This design comes from an exercise in tuning for small area on the open sky130 flow, not from production work.
Only simulation tests tie the RTL to the original design; equivalence was not proved.
Power figures rest on the tool's default switching activity, not on a simulated workload.

## try-yarrow
## module_mini_cpu
module module_mini_cpu (
    input [2:0] opcode,
    input [3:0] addr1,
    input [3:0] addr2,
    input [6:0] addr3OuImm,
    input ligar, enviar, clk,
    input rst,
    output [15:0] result,
    output on,
    output [2:0] estado,
    output reg EN,
    output RW,
    output reg RS,
    output reg [7:0] saidaLCD
);
==> flow/config.mk <==
export PLATFORM = sky130hd
export DESIGN_NAME = module_mini_cpu
export DESIGN_NICKNAME = module_mini_cpu
export VERILOG_FILES = /design/flow/design.v
export SDC_FILE = /design/flow/constraint.sdc
export NUM_CORES = 4
export LEC_CHECK = 0
export ABC_AREA = 1
export CAP_MARGIN = 20
export CORE_MARGIN = 2
export CORE_UTILIZATION = 60
export CTS_BUF_LIST = sky130_fd_sc_hd__clkbuf_8
export CTS_CLUSTER_DIAMETER = 150
export CTS_CLUSTER_SIZE = 14
export SLEW_MARGIN = 20
==> flow/constraint.sdc <==
create_clock -name core_clock -period 12.0 [get_ports {clk}]
set_input_delay 2.4000 -clock core_clock [delete_from_list [all_inputs] [get_ports {clk}]]
set_output_delay 2.4000 -clock core_clock [all_outputs]
set_load 0.01 [all_outputs]
standard.sh (not shown) runs the stock make flow with config.mk's settings and CLKGATE_MAP_FILE= SYNTH_SCRIPT=/design/flow/synth_recipe.tcl, a recipe that flattens the netlist after the stock synthesis.
==> flow/flow/run.sh <==
#!/bin/bash
# Layout flow: the standard ORFS flow with two changes:
#  - synthesis maps logic with flow/area.abc (via flow/abc_wrap.tcl); all other
#    synthesis steps, and so all registers, are those of synth_recipe.tcl;
#  - port buffers use the smallest buffer cell.
set -euo pipefail
W=$PWD
export FLOW_ABC_SCRIPT=$W/flow/area.abc
# synth_recipe.tcl with the ABC wrapper loaded before ORFS's synth.tcl
sed "s#^source \$::env(SCRIPTS_DIR)/synth.tcl#source $W/flow/abc_wrap.tcl\n&#" synth_recipe.tcl > $W/flow_synth.tcl
grep -q abc_wrap $W/flow_synth.tcl
# standard.sh with that synthesis script and extra settings
sed -e "s#SYNTH_SCRIPT=[^ ]*synth_recipe.tcl#SYNTH_SCRIPT=$W/flow_synth.tcl#" \
    -e "s#\"\${@:-finish}\"#BUFFER_PORTS_ARGS='-buffer_cell sky130_fd_sc_hd__buf_1' \"\${@:-finish}\"#" \
    standard.sh > $W/flow_standard.sh
grep -q flow_synth.tcl $W/flow_standard.sh
grep -q BUFFER_PORTS_ARGS $W/flow_standard.sh
bash $W/flow_standard.sh > $W/flow_make.log 2>&1
==> flow/flow/abc_wrap.tcl <==
# Map the combinational logic with an area-oriented ABC script instead of the
# one ORFS picks; every other synthesis step is ORFS's own (synth_recipe.tcl).
proc abc {args} {
  set i [lsearch -exact $args -script]
  if { $i >= 0 } {
    lset args [expr { $i + 1 }] $::env(FLOW_ABC_SCRIPT)
  }
  yosys abc {*}$args
}
==> flow/flow/area.abc <==
strash
dch
amap
strash
dch
amap
strash
dch
amap
strash
dch
amap
strash
dch
amap
strash
dch
amap
topo
try-yarrow reached the final stage; the timing, design-rule and antenna checks on its layout passed.
The inputs of try-juniper differ from those of try-yarrow as listed below.
Settings: CTS_BUF_LIST: sky130_fd_sc_hd__clkbuf_8 -> sky130_fd_sc_hd__clkbuf_4 sky130_fd_sc_hd__clkbuf_8; CTS_CLUSTER_SIZE: 14 -> 12.
==> flow/flow/area.abc <==
strash
dch
amap -F 3 -A 8 -m
strash
dch
amap -F 3 -A 8 -m
strash
dch
amap -F 3 -A 8 -m
strash
dch
amap -F 3 -A 8 -m
strash
dch
amap -F 3 -A 8 -m
strash
dch
amap -F 3 -A 8 -m
strash
dch
amap -F 3 -A 8 -m
strash
dch
amap -F 3 -A 8 -m
topo
[summary]
- [compare] base=try-yarrow new=try-juniper: adder-cell area share of the yosys netlist comparable; max-cap violation count saw little to no change.
- In the reports for try-yarrow and try-juniper, the larger post-DP HPWL belongs to try-juniper.
- Note that the routed length on met3 recorded for try-yarrow amounts to 0.873 times the value seen in try-juniper.
- try-juniper | stages: all done | timing, DRC, antenna: all pass
- Diff try-yarrow -> try-juniper: combinational power up about 11%, first-iteration DRC count went up about 40%.
Modified inputs, try-raven compared to try-juniper
Settings: a change of CTS_BUF_LIST from sky130_fd_sc_hd__clkbuf_4 sky130_fd_sc_hd__clkbuf_8 to sky130_fd_sc_hd__clkbuf_8; a change of CTS_CLUSTER_SIZE from 12 to 14.
All of try-raven and try-juniper finish clean. Row growth of design area from synthesis to finish: try-raven lower / try-juniper higher. Comparing try-raven and try-juniper, the higher layout net count was measured on try-juniper. try-raven has more setup slack than try-juniper. Taking try-juniper as the reference, in try-raven pin count of the biggest net entering global routing flat, routed wire length down about 1.8%.

separate check: timing with driven ports:
Ports are ideal in the flow. The routed layouts listed here were re-timed in OpenROAD.
Step 1: set_driving_cell puts a clkbuf_16 on clk and a buf_2 on each other input, an assumption about the parent block.
Step 2 adds t to the input delays and takes it off the output delays; t is the mean of the earliest and latest rising clock arrival at the registers after step 1. Input paths then give back, and output paths get back, about the clock's delay inside the block.
Slacks: ideal / step 1 / step 2; pairs: ideal / step 1.
run	t (ns)	setup slack, ns	clock arrival spread, ns	pins driven straight from the clock port
try-yarrow	0.629	4.720 / 4.720 / 4.720	0.029 / 0.029	1
try-juniper	0.594	4.740 / 4.740 / 4.740	0.050 / 0.050	1
try-raven	0.639	4.833 / 4.833 / 4.833	0.052 / 0.052	1
After both steps every run listed still meets setup and hold.
